Context: an optimization exercise on an open-source flow, tuned for small area and a short achievable clock period. The choices shown serve that exercise and are no tape-out recipe.
RTL that was checked went through simulation tests only; none was proved equivalent to the original.
For runs 2 to 4, only the layout was checked, not whether the RTL still works.
Power is estimated from default activity; no workload was simulated.

===== design/flow/run.sh =====
#!/bin/bash
# synth_recipe.tcl (not shown) runs the flow's synth.tcl, then flattens the netlist and writes it again
# the make line also repeats each setting of config.mk as NAME=value (left out here)
make -C /OpenROAD-flow-scripts/flow DESIGN_CONFIG=/design/flow/config.mk WORK_HOME=/design/flow/orfs CLKGATE_MAP_FILE= SYNTH_SCRIPT=/design/flow/synth_recipe.tcl finish

===== design/flow/config.mk =====
export PLATFORM = sky130hd
export DESIGN_NAME = SPI_Wrapper
export DESIGN_NICKNAME = SPI_Wrapper
export VERILOG_FILES = /design/flow/design.v
export SDC_FILE = /design/flow/constraint.sdc
export NUM_CORES = 4
export LEC_CHECK = 0
export CAP_MARGIN = 20
export CORE_MARGIN = 2
export CORE_UTILIZATION = 65
export CTS_BUF_LIST = sky130_fd_sc_hd__clkbuf_16
export CTS_CLUSTER_DIAMETER = 100
export CTS_CLUSTER_SIZE = 30
export PLACE_DENSITY = 0.75
export SETUP_SLACK_MARGIN = 3.8
export SLEW_MARGIN = 20

===== design/flow/design.v =====
module SPI_Slave(MOSI, MISO, SS_n, clk, rst_n, rx_data, rx_valid, tx_data, tx_valid);
	input MOSI, SS_n, clk, rst_n, tx_valid;
	input [7:0] tx_data;
	output reg rx_valid, MISO;
	output [9:0] rx_data;
	reg [3:0] st;
	reg [9:0] temp;
	reg [2:0] counter2;
	reg tx_busy;
	assign rx_data = temp;
	always @(posedge clk)
		temp <= {temp[8:0], MOSI};
	always @(posedge clk or negedge rst_n) begin
		if (~rst_n) begin
			st <= 4'd0;
			rx_valid <= 1'b0;
		end
		else begin
			rx_valid <= ~SS_n && (st == 4'd11);
			if (SS_n)
				st <= 4'd0;
			else if (st != 4'd12)
				st <= st + 4'd1;
		end
	end
	always @(posedge clk or negedge rst_n) begin
		if (~rst_n) begin
			MISO <= 1'b0;
			counter2 <= 3'd7;
			tx_busy <= 1'b0;
		end
		else if (tx_valid) begin
			counter2 <= 3'd7;
			tx_busy <= 1'b1;
			MISO <= 1'b0;
		end
		else if (tx_busy) begin
			MISO <= tx_data[counter2];
			counter2 <= counter2 - 3'd1;
			if (counter2 == 3'd0)
				tx_busy <= 1'b0;
		end
		else
			MISO <= 1'b0;
	end
endmodule
module RAM(clk, rst_n, din, rx_valid, dout, tx_valid);
	parameter MEM_DEPTH = 256;
	parameter ADDR_SIZE = 8;
	input clk, rst_n, rx_valid;
	input [9:0] din;
	output tx_valid;
	output [7:0] dout;
	reg [2047:0] ring;           
	reg [2:0] ph;
	reg [7:0] wr_add;            
	reg wr_zero;                 
	reg [7:0] rd_add;
	reg pend;
	reg [7:0] pdata;
	reg [7:0] rb;
	wire do_wa = rx_valid && (din[9:8] == 2'b00);
	wire do_wr = rx_valid && (din[9:8] == 2'b01);
	wire do_ra = rx_valid && (din[9:8] == 2'b10);
	assign tx_valid = rx_valid && (din[9:8] == 2'b11);
	assign dout = rb;
	wire land = pend && (wr_add[2:0] == ph);
	wire [2:0] ph1 = ph + 3'd1;
	wire refresh = (rd_add[2:0] == ph1);
	integer g, s;
	always @(posedge clk) begin
		for (g = 0; g < 32; g = g + 1) begin
			for (s = 7; s > 0; s = s - 1)
				ring[(g*8+s)*8 +: 8] <= ring[(g*8+s-1)*8 +: 8];
			if (land && (wr_add[7:3] == g))
				ring[(g*8)*8 +: 8] <= pdata;
			else
				ring[(g*8)*8 +: 8] <= ring[(g*8+7)*8 +: 8];
		end
	end
	always @(posedge clk) begin
		ph <= ph - 3'd1;
		if (refresh)
			rb <= ring[(rd_add[7:3]*8)*8 +: 8];
		if (do_wr) begin
			pend <= 1'b1;
			pdata <= din[7:0];
		end
		else if (land)
			pend <= 1'b0;
		if (do_wa)
			wr_add <= din[7:0];
		else if (do_wr && wr_zero)
			wr_add <= 8'd0;
	end
	always @(posedge clk or negedge rst_n) begin
		if (~rst_n) begin
			wr_zero <= 1'b1;
			rd_add <= {ADDR_SIZE{1'b0}};
		end
		else begin
			if (do_wa || do_wr)
				wr_zero <= 1'b0;
			if (do_ra)
				rd_add <= din[7:0];
		end
	end
endmodule
module SPI_Wrapper(clk, rst_n, MOSI, MISO, SS_n);
	input clk, rst_n, MOSI, SS_n;
	output  MISO;
	wire [9:0] data_from_SPI_to_RAM;
	wire [7:0] data_from_RAM_to_SPI;
	wire data_from_SPI_to_RAM_valid, data_from_RAM_to_SPI_valid;
	SPI_Slave SPI (
		.MOSI(MOSI),
		.MISO(MISO),
		.SS_n(SS_n),
		.clk(clk),
		.rst_n(rst_n),
		.rx_data(data_from_SPI_to_RAM),
		.rx_valid(data_from_SPI_to_RAM_valid),
		.tx_data(data_from_RAM_to_SPI),
		.tx_valid(data_from_RAM_to_SPI_valid)
	);
	RAM RAM1 (
		.clk(clk),
		.rst_n(rst_n),
		.din(data_from_SPI_to_RAM),
		.rx_valid(data_from_SPI_to_RAM_valid),
		.dout(data_from_RAM_to_SPI),
		.tx_valid(data_from_RAM_to_SPI_valid)
	);
endmodule

===== design/flow/constraint.sdc =====
create_clock -name core_clock -period 6.0 [get_ports {clk}]
set_input_delay 1.2000 -clock core_clock [delete_from_list [all_inputs] [get_ports {clk}]]
set_output_delay 1.2000 -clock core_clock [all_outputs]
set_load 0.01 [all_outputs]

==> flow_metrics.env, run 1 <==
export IMPL_status="no timing/DRC/antenna violations"
export IMPL_cts_htree_levels=3
export IMPL_die_h_um=277
export IMPL_async_flop_share_pct=0.903
export IMPL_hold_start="RAM1.ring[1899]"
export IMPL_cts_tree="built"
export IMPL_antenna_found_initial=5
export IMPL_hold_path_endpoint="RAM1.ring[1907]"
export IMPL_end_kind="primary output"
export IMPL_holdPathStages=0
export IMPL_clk_path_buf_depth=3
export IMPL_grt_overflow=0
export IMPL_rr_startpoint="RAM1.rd_add[4]"
export IMPL_wire_per_inst_um=20.4
export IMPL_synth_top_area_share_pct=85.4
export IMPL_min_period_ns=2.46
export IMPL_syn_inst=2632
export IMPL_hold_violations=0
export IMPL_fin_area_mm2=0.0524
export IMPL_clock_skew_ns=0.0271
export IMPL_track_usage_pct=19.7
export IMPL_slew_headroom_pct=30.0
export IMPL_vdd_ir_drop_max_mv=0.255
export IMPL_yosys_warnings=2
export IMPL_drt_initial_drc_count=1319
export IMPL_rows=100
export IMPL_place_area_mm2=0.0495
export IMPL_max_freq_mhz=407
export IMPL_drcViolationCount=0
export IMPL_tns_ns=0
export IMPL_clock_latency_ns=0.66
export IMPL_rsz0062_at_grt="true"
export IMPL_slew_viol_final=0
export IMPL_start_util_pct=65.3
export IMPL_cp_required_ns=4.80
export IMPL_drive_above_1_share_pct=16.1
export IMPL_synth_seq_cells=2105
export IMPL_syn_nets=2642
export IMPL_fp_dieW_um=277
export IMPL_powerDensity_mw_per_mm2=389
export IMPL_grt_pass1_vias=18400
export IMPL_avgSynthCellArea_um2=18.4
export IMPL_ys_types=38
export IMPL_clk_pin_slew_ns=0.11
export IMPL_tightest_slew_ns=1.05
export IMPL_syn2layout_area_growth_pct=8.31
export IMPL_critPathMaxStageDelay_ns=0.47
export IMPL_yosys_area_top_type="dfxtp_1"
export IMPL_power_leakage_nw=20.9
export IMPL_nNetsFinal=2719
export IMPL_grt_pass1_wl_mm=112
export IMPL_ys_flop_type="dfxtp_1"
export IMPL_cts_num_sinks=2105
export IMPL_portBuffers=4
export IMPL_synth_area_top_cells="dfxtp_1, mux2_2, mux4_2"
export IMPL_grt_max_degree=33
export IMPL_cts_made_buffers=80
export IMPL_critPathSlowestCell="dfrtp_2"
export IMPL_cp_start_kind="flop"
export IMPL_seq_area_frac_synth_pct=87.8
export IMPL_crit_fanout=1
export IMPL_firstDrtPassIters=5
export IMPL_ios=5
export IMPL_dieArea_mm2=0.0766
export IMPL_final_common_cell="dfxtp_1"
export IMPL_ant_nets=0
export IMPL_final_cell_mix="dfxtp_1, mux2_2, mux2_1"
export IMPL_clockRootBuffer="clkbuf_16"
export IMPL_worstRegToRegCells=5
export IMPL_drt_total_wl_mm=75.4
export IMPL_cp_top_family="flip-flops"
export IMPL_r2r_end="RAM1.rb[4]"
export IMPL_ff2ff_setup_slack_ns=3.57
export IMPL_setup_viol=0
export IMPL_dpl_hpwl_mm=46.2
export IMPL_finalCritPeriodShare_pct=41.0
export IMPL_path_class="flop to primary output"
export IMPL_synth_edf_count=24
export IMPL_place_congestion=0.811
export IMPL_core_mm2=0.0741
export IMPL_critPathArrivalTime_ns=1.26
export IMPL_vias=18200
export IMPL_min_path_type="flop to flop"
export IMPL_maxCapViolCount=0
export IMPL_via_per_inst=4.92
export IMPL_cp_cell_sequence="buf_6"
export IMPL_critPathBufInv=1
export IMPL_syn_area_mm2=0.0484
## synth_stat cells (all sizes together) (2+ instances only)
cell and instances:
a21oi 4, and2 8, and3 2, and4 3
buf 12, clkbuf 38, dfrtp 15, dfstp 4
dfxtp 2062, edfxtp 24, ha 6, inv 10
mux2 272, mux2i 2, mux4 82, nand2 26
nand3 4, nand4 4, nand4b 3, nor2 18
nor2b 2, nor3 7, nor3b 3, o21ai 3
or3 3, xnor2 8, xor2 2
## worst reg2reg max path, stage by stage, from the launching register on
cell     delay, ns
dfrtp_4       0.46
buf_12        0.16
buf_12        0.15
mux4_2        0.54
mux4_2        0.58
mux2_2        0.30
## through the flow
step | setup slack [ns] | std cells | util (%) | power (mW) | hold WS [ns]
6_report | 3.54 | 3698 | 70.7 | 20.4 | 0.309
5_1_grt | 3.50 | 3692 | 70.7 | 21.0 | 0.314
4_1_cts | 3.49 | 3682 | 70.4 | 20.5 | 0.311
3_5_place_dp | 2.66 | 3565 | 66.8 | 14.3 | 0.312
3_3_place_gp | 2.80 | 3565 | 66.8 | 14.3 | 0.310
2_1_floorplan | 3.83 | 2632 | - | 14.3 | 0.310
## per-layer routing
metal  vias up  part of all wire, %  track usage [%]  routed length (um)
li1       8682                    -                -                   -
met1      9032                   50             31.0               37800
met2       376                   43             28.1               32100
met3       117                  5.0             3.56                3780
met4         0                  2.2             5.31                1640
met5         -                    0                0                   0
## registers in the layout, indices dropped and copies added, names as in the netlist, 3 cells and up
name,cells
RAM1.wr_add,8
SPI.temp,10
RAM1.ph,3
SPI.st,4
RAM1.pdata,8
RAM1.rb,8
RAM1.rd_add,8
RAM1.ring,2048
SPI.counter2,3
## worst max path at each step
stage / depth (start not counted) / startpoint / slack [ns] / to
3_5_place_dp: 4 / RAM1.rd_add[4] / 2.66 / RAM1.rb[6]
6_report: 1 / SPI.MISO / 3.54 / MISO
4_1_cts: 1 / SPI.MISO / 3.49 / MISO
5_1_grt: 1 / SPI.MISO / 3.50 / MISO
2_1_floorplan: 5 / RAM1.rd_add[4] / 3.83 / RAM1.rb[0]
3_3_place_gp: 4 / RAM1.rd_add[4] / 2.80 / RAM1.rb[7]
## cells by family after synthesis
kind of cell	after synthesis	share of synthesized area, %
buffers and inverters	60	0.561
muxes	356	10.2
and+or+nand+nor	86	0.973
DFF	2105	87.8
adders and majority gates	6	0.155
xor gates and xnor gates	10	0.181
AOI/OAI and AO/OA	9	0.101
## layout make-up
cell class              instances  area (um^2)
inverters                      10         37.5
repair buffers                 45          633
multi-input cells             467         5800
clock buffers                  84         2100
flip-flops and latches       2105        42500
well taps                     969         1210
fillers                      4372        21700
clock inverters                12         88.8
diodes                          6         15.0
## where the power goes
group	switching [mW]	leakage [nW]	total (mW)	internal, mW
clock network	3.82	1.11	6.37	2.55
registers	0.00732	17.1	14.0	14.0
logic	0.00948	2.69	0.0164	0.00692
total	3.84	20.9	20.4	16.6
## what timing repair did
item | CTS | global route
gates cloned | 3 | 1
setup buffers | 18 | 9
hold buffers | 0 | 0
setup endpoints to repair | 193 | 205
pin swaps | 8 | 4
gates resized for setup | 43 | 23
endpoints found under the hold margin | 0 | 0
==> run 2, diff against run 1 <==
--- a/design/flow/design.v
+++ b/design/flow/design.v
@@ -65,5 +65,7 @@
 	assign tx_valid = rx_valid && (din[9:8] == 2'b11);
 	assign dout = rb;
-	wire land = pend && (wr_add[2:0] == ph);
+	reg land_ph;
+	wire land = pend && land_ph;
+	wire [7:0] wr_add_nx = do_wa ? din[7:0] : ((do_wr && wr_zero) ? 8'd0 : wr_add);
 	wire [2:0] ph1 = ph + 3'd1;
 	wire refresh = (rd_add[2:0] == ph1);
@@ -81,4 +83,5 @@
 	always @(posedge clk) begin
 		ph <= ph - 3'd1;
+		land_ph <= (wr_add_nx[2:0] == ph - 3'd1);
 		if (refresh)
 			rb <= ring[(rd_add[7:3]*8)*8 +: 8];
@@ -89,8 +92,5 @@
 		else if (land)
 			pend <= 1'b0;
-		if (do_wa)
-			wr_add <= din[7:0];
-		else if (do_wr && wr_zero)
-			wr_add <= 8'd0;
+		wr_add <= wr_add_nx;
 	end
 	always @(posedge clk or negedge rst_n) begin
--- a/design/flow/config.mk
+++ b/design/flow/config.mk
@@ -13,4 +13,4 @@
 export CTS_CLUSTER_SIZE = 30
 export PLACE_DENSITY = 0.75
-export SETUP_SLACK_MARGIN = 3.8
+export SETUP_SLACK_MARGIN = 3.65
 export SLEW_MARGIN = 20
==> run 2 against run 1 <==
  * Total power up 0.14%
  * Final cell count shrank 0.38%
  * Sequential power about the same
  * First-iteration DRC count fell by 5.5%
  * Synthesized cell count up 0.15%
  * Wire length rose by 2.7%
  * Critical endpoint unchanged
==> flow_metrics.env, run 2 <==
export IMPL_clock_latency_ns=0.66
export IMPL_cts_hold_buf=0
export IMPL_avgSynthCellArea_um2=18.3
export IMPL_ant_nets=0
export IMPL_antenna_found_initial=2
export IMPL_final_cell_mix="dfxtp_1, mux2_2, clkbuf_16"
export IMPL_synthTopCellsByCount="dfxtp_1, mux2_2, mux4_2"
export IMPL_switching_power_mw=3.85
export IMPL_powerDensity_mw_per_mm2=392
export IMPL_place_area_mm2=0.0495
export IMPL_synth_seq_cells=2106
export IMPL_ys_types=34
export IMPL_start_util_pct=65.9
export IMPL_cts_tree="built"
export IMPL_hold_start="RAM1.ring[1514]"
export IMPL_portBuffers=4
export IMPL_synth_top_area_share_pct=85.6
export IMPL_ff2ff_setup_slack_ns=3.57
export IMPL_synth_compound_area_share_pct=0.142
export IMPL_slew_viol_final=0
export IMPL_drcViolationCount=0
export IMPL_grt_overflow=0
export IMPL_max_freq_mhz=405
export IMPL_rsz0062_at_grt="true"
export IMPL_p_total_mw=20.4
export IMPL_critPathMaxStageDelay_ns=0.47
export IMPL_clock_power_share_pct=31.3
export IMPL_syn_inst=2636
export IMPL_grt_max_degree=33
export IMPL_min_period_ns=2.47
export IMPL_drt_initial_drc_count=1246
export IMPL_setup_viol=0
export IMPL_crit_fanout=1
export IMPL_cts_htree_levels=3
export IMPL_rr_startpoint="RAM1.rd_add[4]"
export IMPL_yosys_area_top_type="dfxtp_1"
export IMPL_path_class="flop to primary output"
export IMPL_async_flop_share_pct=0.902
export IMPL_clockRootBuffer="clkbuf_16"
export IMPL_cp_start_kind="flop"
export IMPL_synthAdderAreaFrac_pct=0.155
export IMPL_r2r_end="RAM1.rb[3]"
export IMPL_yosys_warnings=2
export IMPL_syn_nets=2646
export IMPL_track_usage_pct=20.3
export IMPL_ios=5
export IMPL_holdWs_ns=0.322
export IMPL_synth_xor_area_share_pct=0.181
export IMPL_core_mm2=0.0733
export IMPL_critPathSlowestCell="dfrtp_2"
export IMPL_syn_area_mm2=0.0483
export IMPL_cp_required_ns=4.80
export IMPL_fin_area_mm2=0.0521
export IMPL_tightest_slew_ns=0.901
export IMPL_ys_flop_type="dfxtp_1"
export IMPL_rows=99
export IMPL_vdd_ir_drop_max_mv=0.366
export IMPL_synth_area_top_cells="dfxtp_1, mux2_2, mux4_2"
export IMPL_power_internal_mw=16.6
export IMPL_grt_pass1_vias=18800
export IMPL_swShare_pct=18.9
export IMPL_fp_dieW_um=277
export IMPL_final_common_cell="dfxtp_1"
export IMPL_die_h_um=277
export IMPL_synth_simple_area_share_pct=0.885
export IMPL_status="no timing/DRC/antenna violations"
export IMPL_top_regs="RAM1.ring x2048, SPI.temp x10"
export IMPL_dieArea_mm2=0.0766
export IMPL_worstRegToRegCells=4
export IMPL_drive_above_1_share_pct=18.1
export IMPL_cp_cell_sequence="buf_6"
export IMPL_nNetsFinal=2715
export IMPL_hold_path_endpoint="RAM1.ring[1522]"
export IMPL_synthMuxAreaShare_pct=10.2
export IMPL_top_register="RAM1.ring"
export IMPL_end_kind="primary output"
export IMPL_syn2layout_area_growth_pct=7.81
export IMPL_vias=18400
export IMPL_min_path_type="flop to flop"
export IMPL_maxCapViolCount=0
export IMPL_power_leakage_nw=20.7
export IMPL_finalCritPeriodShare_pct=41.1
export IMPL_largest_reg_flops=2048
export IMPL_critPathBufInv=1
export IMPL_clk_path_buf_depth=3
export IMPL_dpl_hpwl_mm=46.7
export IMPL_cts_made_buffers=80
export IMPL_yosysMostFrequentCell="dfxtp_1"
export IMPL_synth_edf_count=21
export IMPL_synth_top_family_by_area="multiplexers"
export IMPL_holdPathStages=0
export IMPL_tns_ns=0
export IMPL_slew_headroom_pct=39.9
export IMPL_cp_top_family="flip-flops"
export IMPL_clock_skew_ns=0.0250
export IMPL_place_congestion=0.819
export IMPL_wire_per_inst_um=21.0
export IMPL_cts_num_sinks=2106
export IMPL_clk_pin_slew_ns=0.11
export IMPL_p_seq_share_pct=68.6
export IMPL_critPathArrivalTime_ns=1.27
export IMPL_firstDrtPassIters=5
export IMPL_drt_total_wl_mm=77.4
export IMPL_combPwrFrac_pct=0.1
export IMPL_grt_pass1_wl_mm=116
export IMPL_via_per_inst=4.99
export IMPL_hold_violations=0
export IMPL_seq_area_frac_synth_pct=87.9
-- run 2: changes by cell type in the layout (fill, tap and decap cells not counted), moves of 11 or more --
cell     delta
nor2_4     -12
mux2_1     -77
nand2_2    -11
mux2_2     +75
nor2_2     +15
-- run 2: worst max path at each step --
stage / start / end / slack (ns) / cells past startpoint
after global placement: RAM1.rd_add[4] / RAM1.rb[2] / 2.74 / 4
after detailed placement: RAM1.rd_add[4] / RAM1.rb[2] / 2.65 / 4
after CTS: SPI.MISO / MISO / 3.49 / 1
after floorplan: RAM1.rd_add[5] / RAM1.rb[0] / 3.72 / 5
final: SPI.MISO / MISO / 3.53 / 1
after global routing: SPI.MISO / MISO / 3.51 / 1
-- run 2: what timing repair did --
action / 4_1_cts / 5_1_grt
resized for setup: 28 / 15
setup buffers: 10 / 3
setup endpoints to repair: 113 / 113
cloned: 2 / 3
pin swaps: 0 / 1
-- run 2: stage by stage --
stage,setup slack [ns],util (%),instances
2_1_floorplan,3.72,-,2636
4_1_cts,3.49,70.8,3677
5_1_grt,3.51,71.1,3683
6_report,3.53,71.1,3684
3_3_place_gp,2.74,67.4,3564
3_5_place_dp,2.65,67.4,3564
-- run 2: cell type report --
cell class | count | area [um^2]
antenna | 1 | 2.50
clock buffer | 84 | 2100
clock inverter | 17 | 108
fill | 4323 | 21200
inverter | 11 | 41.3
multi-input combinational | 470 | 5680
sequential | 2106 | 42500
tap | 959 | 1200
timing repair buffer | 36 | 492
-- run 2: logic make-up after synthesis --
kind of cell | Yosys count
AOI/OAI and AO/OA | 11
xor gates and xnor gates | 10
adders and majority gates | 6
buffers and inverters | 60
DFF | 2106
muxes | 356
and+or+nand+nor | 87
-- run 2: per-layer routing --
layer  up-vias  track usage, %  wire (um)
li1       8686               -          -
met1      9223            31.1      37600
met2       377            30.6      34400
met3        93            3.23       3860
met4         0            5.45       1610
met5         -               0          0
-- run 2: power groups by stage --
stage / Sequential (mW) / Clock, mW / Combinational (mW)
finish: 14.0 / 6.39 / 0.0182
global route: 14.0 / 6.98 / 0.0201
CTS: 14.0 / 6.48 / 0.0183
detailed placement: 14.3 / 0 / 0.0161
global placement: 14.3 / 0 / 0.0141
floorplan: 14.3 / 0 / 0.00937
==> run 3, diff against run 2 <==
--- a/design/flow/design.v
+++ b/design/flow/design.v
@@ -65,10 +65,18 @@
 	assign tx_valid = rx_valid && (din[9:8] == 2'b11);
 	assign dout = rb;
-	reg land_ph;
-	wire land = pend && land_ph;
+	reg land;
 	wire [7:0] wr_add_nx = do_wa ? din[7:0] : ((do_wr && wr_zero) ? 8'd0 : wr_add);
+	wire pend_nx = do_wr || (pend && !land);
 	wire [2:0] ph1 = ph + 3'd1;
 	wire refresh = (rd_add[2:0] == ph1);
 	integer g, s;
+	reg [7:0] ra_hi;
+	reg [3:0] ra_lo;
+	reg [7:0] tap;
+	always @(*) begin
+		tap = 8'd0;
+		for (g = 0; g < 32; g = g + 1)
+			tap = tap | (ring[(g*8)*8 +: 8] & {8{ra_hi[g/4] & ra_lo[g%4]}});
+	end
 	always @(posedge clk) begin
 		for (g = 0; g < 32; g = g + 1) begin
@@ -83,13 +91,10 @@
 	always @(posedge clk) begin
 		ph <= ph - 3'd1;
-		land_ph <= (wr_add_nx[2:0] == ph - 3'd1);
+		land <= pend_nx && (wr_add_nx[2:0] == ph - 3'd1);
 		if (refresh)
-			rb <= ring[(rd_add[7:3]*8)*8 +: 8];
-		if (do_wr) begin
-			pend <= 1'b1;
+			rb <= tap;
+		pend <= pend_nx;
+		if (do_wr)
 			pdata <= din[7:0];
-		end
-		else if (land)
-			pend <= 1'b0;
 		wr_add <= wr_add_nx;
 	end
@@ -98,10 +103,15 @@
 			wr_zero <= 1'b1;
 			rd_add <= {ADDR_SIZE{1'b0}};
+			ra_hi <= 8'd1;
+			ra_lo <= 4'd1;
 		end
 		else begin
 			if (do_wa || do_wr)
 				wr_zero <= 1'b0;
-			if (do_ra)
+			if (do_ra) begin
 				rd_add <= din[7:0];
+				ra_hi <= 8'd1 << din[7:5];
+				ra_lo <= 4'd1 << din[4:3];
+			end
 		end
 	end
--- a/design/flow/config.mk
+++ b/design/flow/config.mk
@@ -13,4 +13,4 @@
 export CTS_CLUSTER_SIZE = 30
 export PLACE_DENSITY = 0.75
-export SETUP_SLACK_MARGIN = 3.65
+export SETUP_SLACK_MARGIN = 3.7
 export SLEW_MARGIN = 20
==> run 3 against run 2 <==
  * Sequential share of layout area rose by 0.91 points
  * Utilization shrank 0.39 points
  * Final cell count increased by 3.9%
  * Clock skew is 0.018 ns higher
  * Sequential power hardly changed
  * Critical path type unchanged
==> flow_metrics.env, run 3 <==
export IMPL_status="no timing/DRC/antenna violations"
export IMPL_cts_resized=10
export IMPL_ys_types=42
export IMPL_syn_inst=2815
export IMPL_n_antenna_cell=0
export IMPL_drcViolationCount=0
export IMPL_fp_dieW_um=277
export IMPL_dieArea_mm2=0.0765
export IMPL_synthMuxAreaShare_pct=6.17
export IMPL_synth_xor_area_share_pct=0.127
export IMPL_syn2layout_area_growth_pct=7.10
export IMPL_cp_top_family="flip-flops"
export IMPL_syn_nets=2825
export IMPL_place_area_mm2=0.0495
export IMPL_fill_cells=4421
export IMPL_critPathMaxStageDelay_ns=0.45
export IMPL_yosys_area_top_type="dfxtp_1"
export IMPL_tns_ns=0
export IMPL_yosys_warnings=2
export IMPL_rr_startpoint="RAM1.wr_add[7]"
export IMPL_crit_fanout=1
export IMPL_dpl_hpwl_mm=51.8
export IMPL_antenna_found_initial=2
export IMPL_clock_latency_ns=0.67
export IMPL_maxCapViolCount=0
export IMPL_cp_start_kind="flop"
export IMPL_worstSetupStartpoint="SPI.MISO"
export IMPL_cts_hold_buf=0
export IMPL_rsz0062_at_grt="true"
export IMPL_grt_pass1_vias=20000
export IMPL_worstRegToRegCells=4
export IMPL_ant_nets=0
export IMPL_start_util_pct=66.0
export IMPL_seq_area_frac_synth_pct=88.3
export IMPL_ff2ff_setup_slack_ns=3.57
export IMPL_avgSynthCellArea_um2=17.2
export IMPL_setup_worst_path_end="MISO"
export IMPL_synthAdderAreaFrac_pct=0.155
export IMPL_cp_depth=1
export IMPL_powerDensity_mw_per_mm2=396
export IMPL_vdd_ir_drop_max_mv=0.320
export IMPL_end_kind="primary output"
export IMPL_synth_edf_count=21
export IMPL_top_regs="RAM1.ring x2048, SPI.temp x10"
export IMPL_async_flop_share_pct=1.23
export IMPL_largest_reg_flops=2048
export IMPL_max_freq_mhz=406
export IMPL_synthTopCellsByCount="dfxtp_1, mux2_2, a22oi_1"
export IMPL_syn_area_mm2=0.0483
export IMPL_drive_above_1_share_pct=13.6
export IMPL_synth_compound_area_share_pct=3.08
export IMPL_setup_viol=0
export IMPL_wire_per_inst_um=22.0
export IMPL_clk_path_buf_depth=3
export IMPL_cp_required_ns=4.80
export IMPL_tightest_slew_ns=1.01
export IMPL_drt_initial_drc_count=1584
export IMPL_path_class="flop to primary output"
export IMPL_final_common_cell="dfxtp_1"
export IMPL_via_per_inst=5.15
export IMPL_core_mm2=0.0732
export IMPL_grt_pass1_wl_mm=126
export IMPL_drt_total_wl_mm=84.2
export IMPL_yosysMostFrequentCell="dfxtp_1"
export IMPL_critPathArrivalTime_ns=1.27
export IMPL_hold_violations=0
export IMPL_rows=99
export IMPL_place_congestion=0.881
export IMPL_track_usage_pct=22.1
export IMPL_min_path_type="flop to flop"
export IMPL_top_register="RAM1.ring"
export IMPL_r2r_end="RAM1.ring[69]"
export IMPL_finalCritPeriodShare_pct=41.1
export IMPL_power_leakage_nw=20.9
export IMPL_cp_cell_sequence="buf_6"
export IMPL_postCtsSetupBuffers=0
export IMPL_firstDrtPassIters=8
export IMPL_min_period_ns=2.47
export IMPL_synth_seq_cells=2113
export IMPL_cts_num_sinks=2113
export IMPL_vias=19700
export IMPL_slew_headroom_pct=32.2
export IMPL_cts_made_buffers=80
export IMPL_portBuffers=4
export IMPL_grt_max_degree=39
export IMPL_die_h_um=277
export IMPL_clk_pin_slew_ns=0.11
export IMPL_ys_flop_type="dfxtp_1"
export IMPL_nNetsFinal=2864
export IMPL_ios=5
export IMPL_clockRootBuffer="clkbuf_16"
export IMPL_synth_simple_area_share_pct=1.50
export IMPL_final_cell_mix="dfxtp_1, mux2_2, a22oi_1, clkbuf_16, nand2_1"
export IMPL_clock_skew_ns=0.0434
export IMPL_grt_overflow=0
export IMPL_fin_area_mm2=0.0517
export IMPL_synth_top_family_by_area="multiplexers"
export IMPL_synth_area_top_cells="dfxtp_1, mux2_2, a22oi_1"
export IMPL_slew_viol_final=0
export IMPL_critPathBufInv=1
export IMPL_synth_top_area_share_pct=85.6
export IMPL_critPathSlowestCell="dfrtp_1"
export IMPL_cts_tree="built"
export IMPL_cts_htree_levels=3
[run 3: cell count changes after synthesis, sizes merged, moves of 8 or more]
cell	delta
a22o	+53
nor2	-10
mux2	-13
a222oi	+15
nand2	+56
mux4	-80
a22oi	+84
clkbuf	+27
o41ai	+8
[run 3: through the flow]
step                      hold slack (ns)  setup slack [ns]  instances  util (%)  total power, mW
after floorplan                     0.310              3.98       2815         -             14.4
after global placement              0.310              3.66       3730      67.6             14.4
after detailed placement            0.312              3.65       3731      67.6             14.4
after CTS                           0.324              3.51       3828      70.6             20.6
after global routing                0.321              3.49       3828      70.7             21.1
final                               0.316              3.53       3828      70.7             20.5
[run 3: routing by layer]
layer | global-route usage (%) | up-vias | part of all wire (%)
met3 | 4.10 | 152 | 5.6
li1 | - | 9283 | -
met5 | 0 | - | 0
met2 | 34.6 | 494 | 45
met1 | 31.4 | 9793 | 46
met4 | 7.51 | 0 | 3.4
[run 3: kinds of logic after synthesis]
kind of cell,after synthesis
flops,2113
mux,263
simple gates,153
fa+ha+maj,6
buf+inv,87
compound gates,186
xor+xnor,7
[run 3: power breakdown]
part	total (mW)	switching [mW]	internal [mW]
registers	14.1	0.00988	14.0
clock network	6.40	3.85	2.55
logic	0.0173	0.0112	0.00612
total	20.5	3.87	16.6
[run 3: final cells by class]
| type | instances | area [um^2] | area share, % |
|---|---|---|---|
| Inverter | 14 | 52.6 | 0.102 |
| Timing Repair Buffer | 30 | 240 | 0.464 |
| Clock buffer | 84 | 2100 | 4.06 |
| Sequential cell | 2113 | 42600 | 82.4 |
| Clock inverter | 13 | 82.6 | 0.160 |
| Multi-Input combinational cell | 615 | 5410 | 10.5 |
| Tap cell | 959 | 1200 | 2.32 |
[run 3: how the worst min path moves through the flow]
stage                          from         endpoint  cells after the start
floorplan            RAM1.ring[992]  RAM1.ring[1000]                      0
global placement    RAM1.ring[1570]  RAM1.ring[1578]                      0
detailed placement  RAM1.ring[1588]  RAM1.ring[1596]                      0
CTS                 RAM1.ring[1960]  RAM1.ring[1968]                      0
global route        RAM1.ring[1965]  RAM1.ring[1973]                      0
finish               RAM1.ring[803]   RAM1.ring[811]                      0
==> run 4, diff against run 3 <==
==> design/flow/flow/run.sh (new file) <==
#!/bin/bash
set -euo pipefail
export POST_DETAIL_PLACE_TCL="$(pwd)/flow/place_out_ff.tcl"
bash standard.sh > standard_sh.log 2>&1
==> design/flow/flow/place_out_ff.tcl (new file) <==
# Runs inside ORFS detailed placement (POST_DETAIL_PLACE_TCL), with the design loaded.
# For every output port: find the buffer driving it and the register driving that buffer,
# and place the register right next to the buffer; then legalise again.
set block [ord::get_db_block]
foreach bt [$block getBTerms] {
  if { [$bt getIoType] != "OUTPUT" } { continue }
  set net [$bt getNet]
  if { $net == "NULL" } { continue }
  set buf ""
  foreach it [$net getITerms] { if { [$it isOutputSignal] } { set buf [$it getInst] } }
  if { $buf == "" } { continue }
  set ff ""
  foreach it [$buf getITerms] {
    if { [$it isInputSignal] && [$it getNet] != "NULL" } {
      foreach d [[$it getNet] getITerms] {
                if { [$d isOutputSignal] } { set drv [$d getInst] }
      }
    }
  }
  if { [info exists drv] && [[$drv getMaster] isSequential] } { set ff $drv }
  if { $ff == "" } { continue }
  set loc [$buf getLocation]
  puts "place_out_ff: [$ff getName] -> next to [$buf getName] at $loc"
  $ff setLocation [lindex $loc 0] [lindex $loc 1]
  $ff setPlacementStatus PLACED
}
detailed_placement
optimize_mirroring
utl::info FLW 12 "Placement violations [check_placement -verbose]."
estimate_parasitics -placement
==> design/flow/standard.sh (new file) <==
#!/bin/bash
# synth_recipe.tcl (not shown) runs the flow's synth.tcl, then flattens the netlist and writes it again
# the make line also repeats each setting of config.mk as NAME=value (left out here)
make -C /OpenROAD-flow-scripts/flow DESIGN_CONFIG=/design/flow/config.mk WORK_HOME=/design/flow/orfs CLKGATE_MAP_FILE= SYNTH_SCRIPT=/design/flow/synth_recipe.tcl "${@:-finish}"
removed: design/flow/run.sh
==> run 4 against run 3 <==
  * Clock power hardly changed
  * Wire length hardly changed
  * Via count is 0.49% lower
  * Worst hold slack worse by 0.0037 ns
  * Critical path type is now flop to flop
  * Largest power group unchanged
==> flow_metrics.env, run 4 <==
export IMPL_dieArea_mm2=0.0765
export IMPL_grt_overflow=0
export IMPL_postLayoutCoreUtil_pct=70.6
export IMPL_vias=19600
export IMPL_ff2ff_setup_slack_ns=3.56
export IMPL_cts_made_buffers=80
export IMPL_clock_latency_ns=0.68
export IMPL_min_path_type="flop to flop"
export IMPL_setup_viol=0
export IMPL_firstDrtPassIters=7
export IMPL_tightest_slew_ns=1.03
export IMPL_wire_per_inst_um=22.0
export IMPL_largest_reg_flops=2048
export IMPL_critPathBufInv=0
export IMPL_setup_worst_path_end="RAM1.ring[450]"
export IMPL_drt_initial_drc_count=1768
export IMPL_start_util_pct=66.0
export IMPL_track_usage_pct=22.1
export IMPL_critPathSlowestCell="nand3_1"
export IMPL_clockRootBuffer="clkbuf_16"
export IMPL_drcViolationCount=0
export IMPL_drive_above_1_share_pct=13.4
export IMPL_synth_edf_count=21
export IMPL_p_total_mw=20.5
export IMPL_vdd_ir_drop_max_mv=0.364
export IMPL_via_per_inst=5.13
export IMPL_critPathMaxStageDelay_ns=0.57
export IMPL_top_register="RAM1.ring"
export IMPL_yosys_area_top_type="dfxtp_1"
export IMPL_synth_top_area_share_pct=85.6
export IMPL_ys_types=42
export IMPL_powerDensity_mw_per_mm2=396
export IMPL_slew_viol_final=0
export IMPL_power_internal_mw=16.6
export IMPL_finalCritPeriodShare_pct=40.7
export IMPL_cp_depth=4
export IMPL_ios=5
export IMPL_yosys_warnings=2
export IMPL_worstRegToRegCells=4
export IMPL_cp_required_ns=6.55
export IMPL_clock_power_share_pct=31.3
export IMPL_async_flop_share_pct=1.23
export IMPL_end_kind="flop"
export IMPL_tns_ns=0
export IMPL_seq_area_frac_synth_pct=88.3
export IMPL_drt_total_wl_mm=84.2
export IMPL_grt_pass1_vias=20000
export IMPL_power_leakage_nw=20.9
export IMPL_final_cell_mix="dfxtp_1, mux2_2, a22oi_1, clkbuf_16, nand2_1"
export IMPL_worstSetupStartpoint="RAM1.wr_add[7]"
export IMPL_cp_cell_sequence="nand2b_1, nor3b_1, nand3_1, mux2_2"
export IMPL_holdWs_ns=0.312
export IMPL_r2r_end="RAM1.ring[450]"
export IMPL_grt_pass1_wl_mm=126
export IMPL_core_mm2=0.0732
export IMPL_die_h_um=277
export IMPL_p_seq_share_pct=68.6
export IMPL_portBuffers=4
export IMPL_synth_area_top_cells="dfxtp_1, mux2_2, a22oi_1"
export IMPL_synthTopCellsByCount="dfxtp_1, mux2_2, a22oi_1"
export IMPL_place_congestion=0.881
export IMPL_syn_inst=2815
export IMPL_combPwrFrac_pct=0.1
export IMPL_max_freq_mhz=410
export IMPL_ant_nets=0
export IMPL_critPathArrivalTime_ns=2.99
export IMPL_avgSynthCellArea_um2=17.2
export IMPL_syn_area_mm2=0.0483
export IMPL_min_period_ns=2.44
export IMPL_clk_path_buf_depth=3
export IMPL_syn2layout_area_growth_pct=7.06
export IMPL_nNetsFinal=2864
export IMPL_clk_pin_slew_ns=0.11
export IMPL_hold_violations=0
export IMPL_maxCapViolCount=0
export IMPL_path_class="flop to flop"
export IMPL_cts_htree_levels=3
export IMPL_clock_skew_ns=0.0459
export IMPL_cts_tree="built"
export IMPL_n_antenna_cell=0
export IMPL_synth_seq_cells=2113
export IMPL_antenna_found_initial=2
export IMPL_fp_dieW_um=277
export IMPL_cp_top_family="simple AND/OR/NAND/NOR gates"
export IMPL_cp_start_kind="flop"
export IMPL_rr_startpoint="RAM1.wr_add[7]"
export IMPL_switching_power_mw=3.88
export IMPL_syn_nets=2825
export IMPL_cts_num_sinks=2113
export IMPL_slew_headroom_pct=31.5
export IMPL_dpl_hpwl_mm=52.0
export IMPL_crit_fanout=8
export IMPL_status="no timing/DRC/antenna violations"
export IMPL_yosysMostFrequentCell="dfxtp_1"
export IMPL_final_common_cell="dfxtp_1"
export IMPL_swShare_pct=18.9
export IMPL_rows=99
export IMPL_top_regs="RAM1.ring x2048, SPI.temp x10"
export IMPL_grt_max_degree=39
export IMPL_ys_flop_type="dfxtp_1"
export IMPL_rsz0062_at_grt="true"
==> run 4: cell type report <==
cell class | instances | area [um^2]
Inverter | 14 | 52.6
Clock buffer | 84 | 2100
Sequential cell | 2113 | 42600
Tap cell | 959 | 1200
Fill cell | 4422 | 21500
Timing Repair Buffer | 30 | 234
Clock inverter | 13 | 82.6
Multi-Input combinational cell | 615 | 5400
==> run 4: worst reg2reg max path, delay by kind of cell, from the launching register on <==
family / cells / cell delay (ns)
mux: 1 / 0.47
simple gates: 3 / 1.36
flops: 1 / 0.48
==> run 4: cell families after synthesis <==
family                   share of synthesized area (%)
multiplexers                                      6.17
AO/OA/AOI/OAI                                     3.08
buffers and inverters                            0.676
AND/OR/NAND/NOR                                   1.50
XOR/XNOR                                         0.127
adder cells (fa/ha/maj)                          0.155
flip-flops                                        88.3
==> run 4: timing repair <==
action / CTS / global route
resized for setup: 10 / 12
hold buffers: 0 / 0
setup buffers: 0 / 0
setup endpoints to repair: 24 / 115
==> run 4: per-layer routing <==
| layer | vias up | routed length [um] | part of all wire [%] | GRT usage [%] |
|---|---|---|---|---|
| met2 | 488 | 37700 | 45 | 34.7 |
| li1 | 9295 | - | - | - |
| met5 | - | 0 | 0 | 0 |
| met4 | 0 | 2660 | 3.2 | 7.25 |
| met1 | 9688 | 39400 | 47 | 31.8 |
| met3 | 154 | 4420 | 5.3 | 3.69 |
==> run 4: metrics by stage <==
step / instance area (um^2) / setup slack, ns / instances
after floorplan: 48300 / 3.98 / 2815
after global placement: 49500 / 3.66 / 3730
after detailed placement: 49500 / 3.65 / 3731
after CTS: 51700 / 3.61 / 3828
after global routing: 51700 / 3.51 / 3828
final: 51700 / 3.56 / 3828
==> run 4: power groups by stage <==
stage	registers (mW)	logic (mW)	clock network (mW)
after floorplan	14.4	0.00773	0
after global placement	14.4	0.0153	0
after detailed placement	14.4	0.0175	0
after CTS	14.1	0.0178	6.49
after global routing	14.1	0.0198	6.98
final	14.1	0.0180	6.41
==> run 4: worst min-delay path by stage <==
| stage | start | cells past startpoint | to | slack (ns) |
|---|---|---|---|---|
| after floorplan | RAM1.ring[992] | 0 | RAM1.ring[1000] | 0.31 |
| after global placement | RAM1.ring[1570] | 0 | RAM1.ring[1578] | 0.31 |
| after detailed placement | RAM1.ring[1588] | 0 | RAM1.ring[1596] | 0.31 |
| after CTS | RAM1.ring[1387] | 0 | RAM1.ring[1395] | 0.32 |
| after global routing | RAM1.ring[1965] | 0 | RAM1.ring[1973] | 0.33 |
| final | RAM1.ring[2024] | 0 | RAM1.ring[2032] | 0.31 |
==> run 5, diff against run 4 <==
--- a/design/flow/design.v
+++ b/design/flow/design.v
@@ -66,6 +66,10 @@
 	assign dout = rb;
 	reg land;
+	reg [7:0] land_hi;
+	reg [3:0] wa_lo;
+	wire land_nx;
 	wire [7:0] wr_add_nx = do_wa ? din[7:0] : ((do_wr && wr_zero) ? 8'd0 : wr_add);
 	wire pend_nx = do_wr || (pend && !land);
+	assign land_nx = pend_nx && (wr_add_nx[2:0] == ph - 3'd1);
 	wire [2:0] ph1 = ph + 3'd1;
 	wire refresh = (rd_add[2:0] == ph1);
@@ -83,5 +87,5 @@
 			for (s = 7; s > 0; s = s - 1)
 				ring[(g*8+s)*8 +: 8] <= ring[(g*8+s-1)*8 +: 8];
-			if (land && (wr_add[7:3] == g))
+			if (land_hi[g/4] && wa_lo[g%4])
 				ring[(g*8)*8 +: 8] <= pdata;
 			else
@@ -91,5 +95,7 @@
 	always @(posedge clk) begin
 		ph <= ph - 3'd1;
-		land <= pend_nx && (wr_add_nx[2:0] == ph - 3'd1);
+		land <= land_nx;
+		land_hi <= {8{land_nx}} & (8'd1 << wr_add_nx[7:5]);
+		wa_lo <= 4'd1 << wr_add_nx[4:3];
 		if (refresh)
 			rb <= tap;
--- a/design/flow/config.mk
+++ b/design/flow/config.mk
@@ -13,4 +13,4 @@
 export CTS_CLUSTER_SIZE = 30
 export PLACE_DENSITY = 0.75
-export SETUP_SLACK_MARGIN = 3.7
+export SETUP_SLACK_MARGIN = 3.66
 export SLEW_MARGIN = 20
==> run 5 against run 4 <==
  * Fmax is 2.6% higher
  * Setup slack better by 0.062 ns
  * Non-clock buffer count fell by 15
  * Area after synthesis increased by 0.52%
  * Largest cell class unchanged
==> flow_metrics.env, run 5 <==
export IMPL_status="no timing/DRC/antenna violations"
export IMPL_clock_skew_ns=0.0329
export IMPL_timing_final_ws_setup_ns=3.62
export IMPL_yosys_warnings=2
export IMPL_synthTopCellsByCount="dfxtp_1, mux2_2, a22oi_1"
export IMPL_rr_startpoint="RAM1.ra_hi[3]"
export IMPL_ff2ff_setup_slack_ns=3.78
export IMPL_yosysMostFrequentCell="dfxtp_1"
export IMPL_slew_headroom_pct=23.3
export IMPL_wire_per_inst_um=23.1
export IMPL_r2r_end="RAM1.rb[2]"
export IMPL_postLayoutCoreUtil_pct=69.7
export IMPL_critPathSlowestCell="dfrtp_1"
export IMPL_dp_cells=3752
export IMPL_die_h_um=277
export IMPL_grt_pass1_wl_mm=131
export IMPL_final_cell_mix="dfxtp_1, mux2_2, a22oi_1"
export IMPL_worstRegToRegCells=5
export IMPL_cp_start_kind="flop"
export IMPL_cts_num_sinks=2125
export IMPL_cp_cell_sequence="buf_2"
export IMPL_dieArea_mm2=0.0769
export IMPL_ant_nets=0
export IMPL_cts_made_buffers=80
export IMPL_place_area_mm2=0.0496
export IMPL_stdcell_count=3846
export IMPL_fill_cells=4612
export IMPL_min_period_ns=2.38
export IMPL_tns_ns=0
export IMPL_slew_viol_final=0
export IMPL_syn_inst=2837
export IMPL_top_regs="RAM1.ring x2048, SPI.temp x10"
export IMPL_place_congestion=0.891
export IMPL_dpl_hpwl_mm=56.6
export IMPL_syn_area_mm2=0.0486
export IMPL_cp_top_family="flip-flops"
export IMPL_powerDensity_mw_per_mm2=396
export IMPL_synth_top_area_share_pct=85.9
export IMPL_setup_viol=0
export IMPL_antenna_found_initial=0
export IMPL_maxCapViolCount=0
export IMPL_clockRootBuffer="clkbuf_16"
export IMPL_holdPathStages=0
export IMPL_final_common_cell="dfxtp_1"
export IMPL_async_flop_share_pct=1.22
export IMPL_hold_start="RAM1.ring[430]"
export IMPL_tightest_slew_ns=1.15
export IMPL_cp_required_ns=4.80
export IMPL_vdd_ir_drop_max_mv=0.298
export IMPL_rsz0062_at_grt="true"
export IMPL_synth_area_top_cells="dfxtp_1, mux2_2, a22oi_1"
export IMPL_critPathMaxStageDelay_ns=0.38
export IMPL_grt_max_degree=39
export IMPL_track_usage_pct=23.3
export IMPL_clk_pin_slew_ns=0.11
export IMPL_n_antenna_cell=0
export IMPL_drt_total_wl_mm=88.8
export IMPL_clk_path_buf_depth=3
export IMPL_end_kind="primary output"
export IMPL_ys_types=45
export IMPL_max_freq_mhz=420
export IMPL_power_leakage_nw=20.8
export IMPL_critPathArrivalTime_ns=1.18
export IMPL_p_total_mw=20.5
export IMPL_critPathBufInv=1
export IMPL_drt_initial_drc_count=1701
export IMPL_drcViolationCount=0
export IMPL_grt_overflow=0
export IMPL_syn_nets=2847
export IMPL_crit_fanout=1
export IMPL_yosys_area_top_type="dfxtp_1"
export IMPL_rows=100
export IMPL_synth_edf_count=16
export IMPL_fp_dieW_um=277
export IMPL_start_util_pct=65.4
export IMPL_holdWs_ns=0.317
export IMPL_cts_htree_levels=3
export IMPL_path_class="flop to primary output"
export IMPL_avgSynthCellArea_um2=17.1
export IMPL_cts_tree="built"
export IMPL_synth_seq_cells=2125
export IMPL_via_per_inst=5.16
export IMPL_drive_above_1_share_pct=13.1
export IMPL_min_path_type="flop to flop"
export IMPL_finalCritPeriodShare_pct=39.6
export IMPL_clock_latency_ns=0.68
export IMPL_core_mm2=0.0742
export IMPL_fin_area_mm2=0.0517
export IMPL_postCtsSetupBuffers=0
export IMPL_hold_violations=0
export IMPL_seq_area_frac_synth_pct=88.2
export IMPL_largest_reg_flops=2048
export IMPL_syn2layout_area_growth_pct=6.53
export IMPL_grt_pass1_vias=19800
export IMPL_hold_path_endpoint="RAM1.ring[438]"
export IMPL_nNetsFinal=2875
export IMPL_top_register="RAM1.ring"
export IMPL_vias=19900
export IMPL_cts_hold_buf=0
export IMPL_ys_flop_type="dfxtp_1"
export IMPL_ios=5
export IMPL_firstDrtPassIters=8
export IMPL_portBuffers=4
export IMPL_dp_slack_ns=3.76
[run 5: changes by cell type after synthesis, moves of 5 or more]
cell      change
clkbuf_1      -9
buf_2         +6
nand3_1      +17
mux2_1       -16
nand2_1       +8
o21ai_0       +5
dfxtp_1      +17
edfxtp_1      -5
and3_1        -5
mux2_2       +15
inv_1         +6
nor2b_1       -5
[run 5: what timing repair did]
item                                    4_1_cts  5_1_grt
resized for setup                             4        0
endpoints found under the setup margin        1        1
pin swaps                                     0        0
[run 5: report_power, final]
part           switching (mW)  leakage, nW  internal (mW)  total [mW]
Sequential             0.0122         17.3           14.1        14.1
Clock                    3.88         1.06           2.47        6.34
Combinational          0.0119         2.51        0.00754      0.0194
Total                    3.90         20.8           16.6        20.5
[run 5: cell families after synthesis]
| group | Yosys count | share of synthesized area (%) |
|---|---|---|
| AOI/OAI and AO/OA | 190 | 3.14 |
| xor gates and xnor gates | 7 | 0.126 |
| adders and majority gates | 6 | 0.155 |
| buffers and inverters | 89 | 0.719 |
| DFF | 2125 | 88.2 |
| muxes | 262 | 6.12 |
| and+or+nand+nor | 158 | 1.51 |
[run 5: how the worst max path moves through the flow]
stage / slack (ns) / cells past startpoint / end / startpoint
detailed placement: 3.76 / 4 / RAM1.rb[2] / RAM1.ra_hi[5]
floorplan: 3.97 / 4 / RAM1.rb[0] / RAM1.ph[0]
CTS: 3.58 / 1 / MISO / SPI.MISO
global placement: 3.65 / 5 / RAM1.rb[2] / RAM1.ra_hi[4]
finish: 3.62 / 1 / MISO / SPI.MISO
global route: 3.58 / 1 / MISO / SPI.MISO
[run 5: area by class of cell]
class	count	area, um^2	area share, %
flip-flops and latches	2125	42800	82.8
well taps	969	1210	2.34
clock buffers	81	2030	3.92
repair buffers	15	118	0.227
clock inverters	13	82.6	0.160
multi-input cells	623	5370	10.4
inverters	20	75.1	0.145
[run 5: routing by layer]
layer / up-vias / track usage, % / part of all wire, %
met5: - / 0 / 0
met4: 0 / 7.64 / 3.4
met3: 172 / 3.49 / 4.5
met2: 484 / 36.5 / 45
met1: 9863 / 33.8 / 47
li1: 9339 / - / -
==> run 6, diff against run 5 <==
--- a/design/flow/config.mk
+++ b/design/flow/config.mk
@@ -13,4 +13,4 @@
 export CTS_CLUSTER_SIZE = 30
 export PLACE_DENSITY = 0.75
-export SETUP_SLACK_MARGIN = 3.66
+export SETUP_SLACK_MARGIN = 3.3
 export SLEW_MARGIN = 20
==> run 6 against run 5 <==
  * Clock skew hardly changed
  * Worst hold slack better by 0.00055 ns
  * Die area did not move
  * Largest cell class unchanged
  * Largest power group unchanged
  * Total power is essentially flat
  * Sequential power hardly changed
  * Design area barely moved
==> flow_metrics.env, run 6 <==
export IMPL_drive_above_1_share_pct=13.0
export IMPL_cp_cell_sequence="dlygate4sd2_1"
export IMPL_drcViolationCount=0
export IMPL_cts_htree_levels=3
export IMPL_synth_seq_cells=2125
export IMPL_vias=19900
export IMPL_grt_overflow=0
export IMPL_drt_initial_drc_count=1701
export IMPL_power_internal_mw=16.6
export IMPL_top_register="RAM1.ring"
export IMPL_cts_made_buffers=80
export IMPL_final_common_cell="dfxtp_1"
export IMPL_top_regs="RAM1.ring x2048, SPI.temp x10"
export IMPL_cp_top_family="flip-flops"
export IMPL_final_cell_mix="dfxtp_1, mux2_2, a22oi_1"
export IMPL_status="no timing/DRC/antenna violations"
export IMPL_postCtsSetupBuffers=0
export IMPL_grt_max_degree=39
export IMPL_firstDrtPassIters=8
export IMPL_syn_inst=2837
export IMPL_drt_total_wl_mm=88.7
export IMPL_min_period_ns=2.52
export IMPL_ios=5
export IMPL_min_path_type="flop to flop"
export IMPL_crit_fanout=1
export IMPL_wire_per_inst_um=23.1
export IMPL_combPwrFrac_pct=0.1
export IMPL_p_total_mw=20.5
export IMPL_avgSynthCellArea_um2=17.1
export IMPL_fin_area_mm2=0.0517
export IMPL_max_freq_mhz=396
export IMPL_cp_required_ns=4.80
export IMPL_largest_reg_flops=2048
export IMPL_portBuffers=4
export IMPL_start_util_pct=65.4
export IMPL_critPathArrivalTime_ns=1.32
export IMPL_place_congestion=0.891
export IMPL_cts_num_sinks=2125
export IMPL_seq_area_frac_synth_pct=88.2
export IMPL_dieArea_mm2=0.0769
export IMPL_switching_power_mw=3.90
export IMPL_end_kind="primary output"
export IMPL_maxCapViolCount=0
export IMPL_wl_met1_mm=41.5
export IMPL_clock_latency_ns=0.68
export IMPL_cp_start_kind="flop"
export IMPL_syn_nets=2847
export IMPL_synth_area_top_cells="dfxtp_1, mux2_2, a22oi_1"
export IMPL_grt_pass1_vias=19800
export IMPL_synth_top_area_share_pct=85.9
export IMPL_timing_final_ws_setup_ns=3.48
export IMPL_ys_flop_type="dfxtp_1"
export IMPL_ys_types=45
export IMPL_rows=100
export IMPL_tightest_slew_ns=1.14
export IMPL_fp_dieW_um=277
export IMPL_postLayoutCoreUtil_pct=69.7
export IMPL_die_h_um=277
export IMPL_top_layer_used="met4"
export IMPL_setup_viol=0
export IMPL_syn_area_mm2=0.0486
export IMPL_hold_violations=0
export IMPL_via_per_inst=5.17
export IMPL_n_antenna_cell=0
export IMPL_core_mm2=0.0742
export IMPL_nNetsFinal=2875
export IMPL_finalCritPeriodShare_pct=42.1
export IMPL_rsz0062_at_grt="false"
export IMPL_tns_ns=0
export IMPL_clk_path_buf_depth=3
export IMPL_ant_nets=0
export IMPL_critPathBufInv=1
export IMPL_slew_viol_final=0
export IMPL_slew_headroom_pct=23.9
export IMPL_dp_slack_ns=3.76
export IMPL_place_area_mm2=0.0496
export IMPL_grt_pass1_wl_mm=131
export IMPL_power_leakage_nw=20.8
export IMPL_cts_tree="built"
export IMPL_syn2layout_area_growth_pct=6.54
export IMPL_powerDensity_mw_per_mm2=396
export IMPL_clock_power_share_pct=30.9
export IMPL_yosys_warnings=2
export IMPL_async_flop_share_pct=1.22
export IMPL_clk_pin_slew_ns=0.11
export IMPL_synthTopCellsByCount="dfxtp_1, mux2_2, a22oi_1"
export IMPL_antenna_found_initial=0
export IMPL_path_class="flop to primary output"
export IMPL_routed_wl_met3_mm=4.10
export IMPL_p_seq_share_pct=69.0
export IMPL_track_usage_pct=23.3
export IMPL_critPathMaxStageDelay_ns=0.38
export IMPL_swShare_pct=19.0
export IMPL_vdd_ir_drop_max_mv=0.298
export IMPL_clock_skew_ns=0.0329
export IMPL_synth_edf_count=16
export IMPL_clockRootBuffer="clkbuf_16"
export IMPL_dpl_hpwl_mm=56.6
export IMPL_yosys_area_top_type="dfxtp_1"
export IMPL_yosysMostFrequentCell="dfxtp_1"
export IMPL_wl_met2_mm=40.1
export IMPL_critPathSlowestCell="dfrtp_1"
run 6: final cells by class:
type	instances	area (um^2)
sequential	2125	42800
fill	4613	22500
multi-input combinational	623	5370
clock buffer	81	2030
tap	969	1210
timing repair buffer	15	121
clock inverter	13	82.6
inverter	20	75.1
run 6: worst paths after layout:
| kind | startpoint | end | slack, ns | depth (start not counted) |
|---|---|---|---|---|
| max reg2reg | RAM1.ra_hi[3] | RAM1.rb[2] | 3.78 | 5 |
| min | RAM1.ring[430] | RAM1.ring[438] | 0.32 | 0 |
| max | SPI.MISO | MISO | 3.48 | 1 |
| min in group asynchronous | rst_n | SPI.st[2] | 0.91 | 2 |
| min reg2reg | RAM1.ring[430] | RAM1.ring[438] | 0.32 | 0 |
| max in group asynchronous | rst_n | SPI.MISO | 4.73 | 2 |
run 6: what timing repair did:
action / 4_1_cts / 5_1_grt
hold buffers: 0 / 0
setup endpoints to repair: 1 / 0
resized for setup: 1 / 0
hold endpoints to repair: 0 / 0
run 6: cell families (layout without fill, tap and decap cells):
group,Yosys count,in the layout,share of synthesized area (%)
fa+ha+maj,6,6,0.155
compound gates,190,190,3.14
flops,2125,2125,88.2
mux,262,262,6.12
simple gates,158,158,1.51
xor+xnor,7,7,0.126
buf+inv,89,129,0.719
run 6: power groups by stage:
stage | sequential (mW) | clock [mW] | combinational, mW
finish | 14.1 | 6.34 | 0.0194
global route | 14.1 | 6.89 | 0.0214
CTS | 14.1 | 6.44 | 0.0193
detailed placement | 14.5 | 0 | 0.0192
global placement | 14.5 | 0 | 0.0173
floorplan | 14.5 | 0 | 0.0110
run 6: layer usage:
layer | up-vias | global-route usage, %
li1 | 9339 | -
met1 | 9865 | 33.8
met2 | 487 | 36.5
met3 | 174 | 3.49
met4 | 0 | 7.64
met5 | - | 0
run 6: stage by stage:
| step | hold slack, ns | std cells |
|---|---|---|
| finish | 0.318 | 3846 |
| floorplan | 0.310 | 2837 |
| global placement | 0.310 | 3752 |
| CTS | 0.311 | 3846 |
| global route | 0.322 | 3846 |
| detailed placement | 0.312 | 3752 |
==> run 7, diff against run 6 <==
--- a/design/flow/config.mk
+++ b/design/flow/config.mk
@@ -13,4 +13,4 @@
 export CTS_CLUSTER_SIZE = 30
 export PLACE_DENSITY = 0.75
-export SETUP_SLACK_MARGIN = 3.3
+export SETUP_SLACK_MARGIN = 3.45
 export SLEW_MARGIN = 20
==> run 7 against run 6 <==
  * Still clean
  * Worst hold slack lost 0.00055 ns
  * Via count is essentially flat
  * Fmax grew 1.9%
  * Clock skew is essentially flat
  * Clock power is essentially flat
  * Setup slack gained 0.046 ns
  * Register-to-register slack is essentially flat
  * Critical path depth is the same
  * Critical endpoint unchanged
  * Largest cell class unchanged
==> flow_metrics.env, run 7 <==
export IMPL_rsz0062_at_grt="false"
export IMPL_top_regs="RAM1.ring x2048, SPI.temp x10"
export IMPL_clock_skew_ns=0.0329
export IMPL_drt_initial_drc_count=1701
export IMPL_nNetsFinal=2875
export IMPL_critPathSlowestCell="dfrtp_1"
export IMPL_clk_path_buf_depth=3
export IMPL_power_internal_mw=16.6
export IMPL_cp_top_family="flip-flops"
export IMPL_ios=5
export IMPL_core_mm2=0.0742
export IMPL_maxCapViolCount=0
export IMPL_firstDrtPassIters=8
export IMPL_p_seq_share_pct=69.0
export IMPL_ff2ff_setup_slack_ns=3.78
export IMPL_combPwrFrac_pct=0.1
export IMPL_vias=19900
export IMPL_critPathBufInv=1
export IMPL_synth_top_area_share_pct=85.9
export IMPL_final_cell_mix="dfxtp_1, mux2_2, a22oi_1"
export IMPL_syn2layout_area_growth_pct=6.55
export IMPL_worstRegToRegCells=5
export IMPL_grt_max_degree=39
export IMPL_top_register="RAM1.ring"
export IMPL_clock_power_share_pct=31.0
export IMPL_cts_tree="built"
export IMPL_yosysMostFrequentCell="dfxtp_1"
export IMPL_max_freq_mhz=403
export IMPL_synth_seq_cells=2125
export IMPL_place_area_mm2=0.0496
export IMPL_dieArea_mm2=0.0769
export IMPL_grt_overflow=0
export IMPL_final_common_cell="dfxtp_1"
export IMPL_timing_final_ws_setup_ns=3.52
export IMPL_grt_pass1_wl_mm=131
export IMPL_via_per_inst=5.16
export IMPL_drcViolationCount=0
export IMPL_syn_inst=2837
export IMPL_yosys_area_top_type="dfxtp_1"
export IMPL_portBuffers=4
export IMPL_min_period_ns=2.48
export IMPL_setup_viol=0
export IMPL_dpl_hpwl_mm=56.6
export IMPL_wire_per_inst_um=23.1
export IMPL_dp_slack_ns=3.76
export IMPL_grt_pass1_vias=19800
export IMPL_antenna_found_initial=0
export IMPL_largest_reg_flops=2048
export IMPL_async_flop_share_pct=1.22
export IMPL_fin_area_mm2=0.0517
export IMPL_ys_types=45
export IMPL_cts_hold_buf=0
export IMPL_path_class="flop to primary output"
export IMPL_rr_startpoint="RAM1.ra_hi[3]"
export IMPL_slew_headroom_pct=23.3
export IMPL_r2r_end="RAM1.rb[2]"
export IMPL_cp_required_ns=4.80
export IMPL_finalCritPeriodShare_pct=41.3
export IMPL_syn_nets=2847
export IMPL_holdPathStages=0
export IMPL_postLayoutCoreUtil_pct=69.7
export IMPL_slew_viol_final=0
export IMPL_swShare_pct=19.0
export IMPL_synth_edf_count=16
export IMPL_vdd_ir_drop_max_mv=0.298
export IMPL_start_util_pct=65.4
export IMPL_cts_made_buffers=80
export IMPL_cp_cell_sequence="clkdlybuf4s15_1"
export IMPL_tns_ns=0
export IMPL_dp_cells=3752
export IMPL_tightest_slew_ns=1.15
export IMPL_cp_start_kind="flop"
export IMPL_power_leakage_nw=20.8
export IMPL_drt_total_wl_mm=88.8
export IMPL_cp_depth=1
export IMPL_ant_nets=0
export IMPL_hold_violations=0
export IMPL_yosys_warnings=2
export IMPL_clock_latency_ns=0.68
export IMPL_avgSynthCellArea_um2=17.1
export IMPL_cts_num_sinks=2125
export IMPL_switching_power_mw=3.90
export IMPL_place_congestion=0.891
export IMPL_rows=100
export IMPL_die_h_um=277
export IMPL_syn_area_mm2=0.0486
export IMPL_fp_dieW_um=277
export IMPL_stdcell_count=3846
export IMPL_status="no timing/DRC/antenna violations"
export IMPL_clockRootBuffer="clkbuf_16"
export IMPL_synth_area_top_cells="dfxtp_1, mux2_2, a22oi_1"
export IMPL_end_kind="primary output"
export IMPL_hold_path_endpoint="RAM1.ring[438]"
export IMPL_powerDensity_mw_per_mm2=396
export IMPL_crit_fanout=1
export IMPL_synthTopCellsByCount="dfxtp_1, mux2_2, a22oi_1"
export IMPL_critPathArrivalTime_ns=1.28
export IMPL_critPathMaxStageDelay_ns=0.38
export IMPL_min_path_type="flop to flop"
export IMPL_clk_pin_slew_ns=0.11
export IMPL_n_antenna_cell=0
export IMPL_cts_htree_levels=3
export IMPL_hold_start="RAM1.ring[430]"
export IMPL_track_usage_pct=23.3
export IMPL_ys_flop_type="dfxtp_1"
export IMPL_drive_above_1_share_pct=13.0
export IMPL_seq_area_frac_synth_pct=88.2
## run 7: cell counts after synthesis
No cell type changed its count.
## run 7: cells by family (layout without fill, tap and decap cells)
logic type               count (synthesis)  after routing  synth area share [%]
AO/OA/AOI/OAI                          190            190                  3.14
XOR/XNOR                                 7              7                 0.126
adder cells (fa/ha/maj)                  6              6                 0.155
buffers and inverters                   89            129                 0.719
flip-flops                            2125           2125                  88.2
multiplexers                           262            262                  6.12
AND/OR/NAND/NOR                        158            158                  1.51
## run 7: cell type report
cell class | instances | area [um^2]
clock buffer | 81 | 2030
clock inverter | 13 | 82.6
fill | 4612 | 22500
inverter | 20 | 75.1
multi-input combinational | 623 | 5370
sequential | 2125 | 42800
tap | 969 | 1210
timing repair buffer | 15 | 123
## run 7: layer usage
| metal | vias to the layer above | part of all wire, % | wire (um) | track usage [%] |
|---|---|---|---|---|
| met5 | - | 0 | 0 | 0 |
| met1 | 9863 | 47 | 41600 | 33.8 |
| met3 | 172 | 4.5 | 4020 | 3.49 |
| li1 | 9339 | - | - | - |
| met4 | 0 | 3.4 | 2970 | 7.64 |
| met2 | 484 | 45 | 40200 | 36.5 |
## run 7: how the worst max path moves through the flow
stage	start	endpoint
floorplan	RAM1.ph[0]	RAM1.rb[0]
global placement	RAM1.ra_hi[4]	RAM1.rb[2]
detailed placement	RAM1.ra_hi[5]	RAM1.rb[2]
CTS	SPI.MISO	MISO
global route	SPI.MISO	MISO
finish	SPI.MISO	MISO
## run 7: power by group through the flow
| stage | Clock (mW) | Sequential [mW] | Combinational [mW] |
|---|---|---|---|
| after floorplan | 0 | 14.5 | 0.0110 |
| after global routing | 6.89 | 14.1 | 0.0214 |
| after global placement | 0 | 14.5 | 0.0173 |
| after detailed placement | 0 | 14.5 | 0.0192 |
| final | 6.34 | 14.1 | 0.0194 |
| after CTS | 6.44 | 14.1 | 0.0193 |
## run 7: timing repair
item / 4_1_cts / 5_1_grt
gates resized for setup: 2 / 0
setup endpoints to repair: 1 / 0
hold endpoints to repair: 0 / 0
setup buffers: 0 / 0
## run 7: stage by stage
step	hold slack, ns	total power [mW]
finish	0.317	20.5
CTS	0.311	20.6
global route	0.322	21.1
detailed placement	0.312	14.5
floorplan	0.310	14.5
global placement	0.310	14.5

-- port drivers added, routing unchanged --
Ports are ideal in the flow. The routed layouts listed here were re-timed in OpenROAD. Step 1 (the two cells are an assumption about what drives the block):
set clk [get_ports {clk}]
set_driving_cell -lib_cell sky130_fd_sc_hd__clkbuf_16 $clk
set_driving_cell -lib_cell sky130_fd_sc_hd__buf_2 [delete_from_list [all_inputs] $clk]
Step 2 times the ports against the registers' clock, not the clock port: input delays grow and output delays shrink by t, the midpoint of the rising clock arrivals with the driver on. Three values: ideal ports, drivers, drivers and shift; two values: the first two.
run	t (ns)	setup slack, ns	worst setup path at the end	latest minus earliest clock arrival (ns)	worst slew at a driven data input, ns
run 1	0.705	3.541 / 3.475 / 3.404	input, reset recovery	0.039 / 0.040	0.08
run 2	0.709	3.532 / 3.465 / 3.568	register to register	0.032 / 0.032	0.05
run 3	0.716	3.534 / 3.471 / 3.574	register to register	0.045 / 0.046	0.03
run 4	0.724	3.559 / 3.559 / 3.559	register to register	0.050 / 0.051	0.03
run 5	0.734	3.621 / 3.553 / 3.777	register to register	0.037 / 0.037	0.03
run 6	0.734	3.475 / 3.407 / 3.779	input to register	0.037 / 0.037	0.03
run 7	0.734	3.521 / 3.453 / 3.777	register to register	0.037 / 0.037	0.03
After both steps setup and hold are still met in every run listed. The setup slack of run 1, which loses most, moves by -0.066 ns with the drivers and by -0.137 ns with both steps. Setup slack includes reset recovery checks.
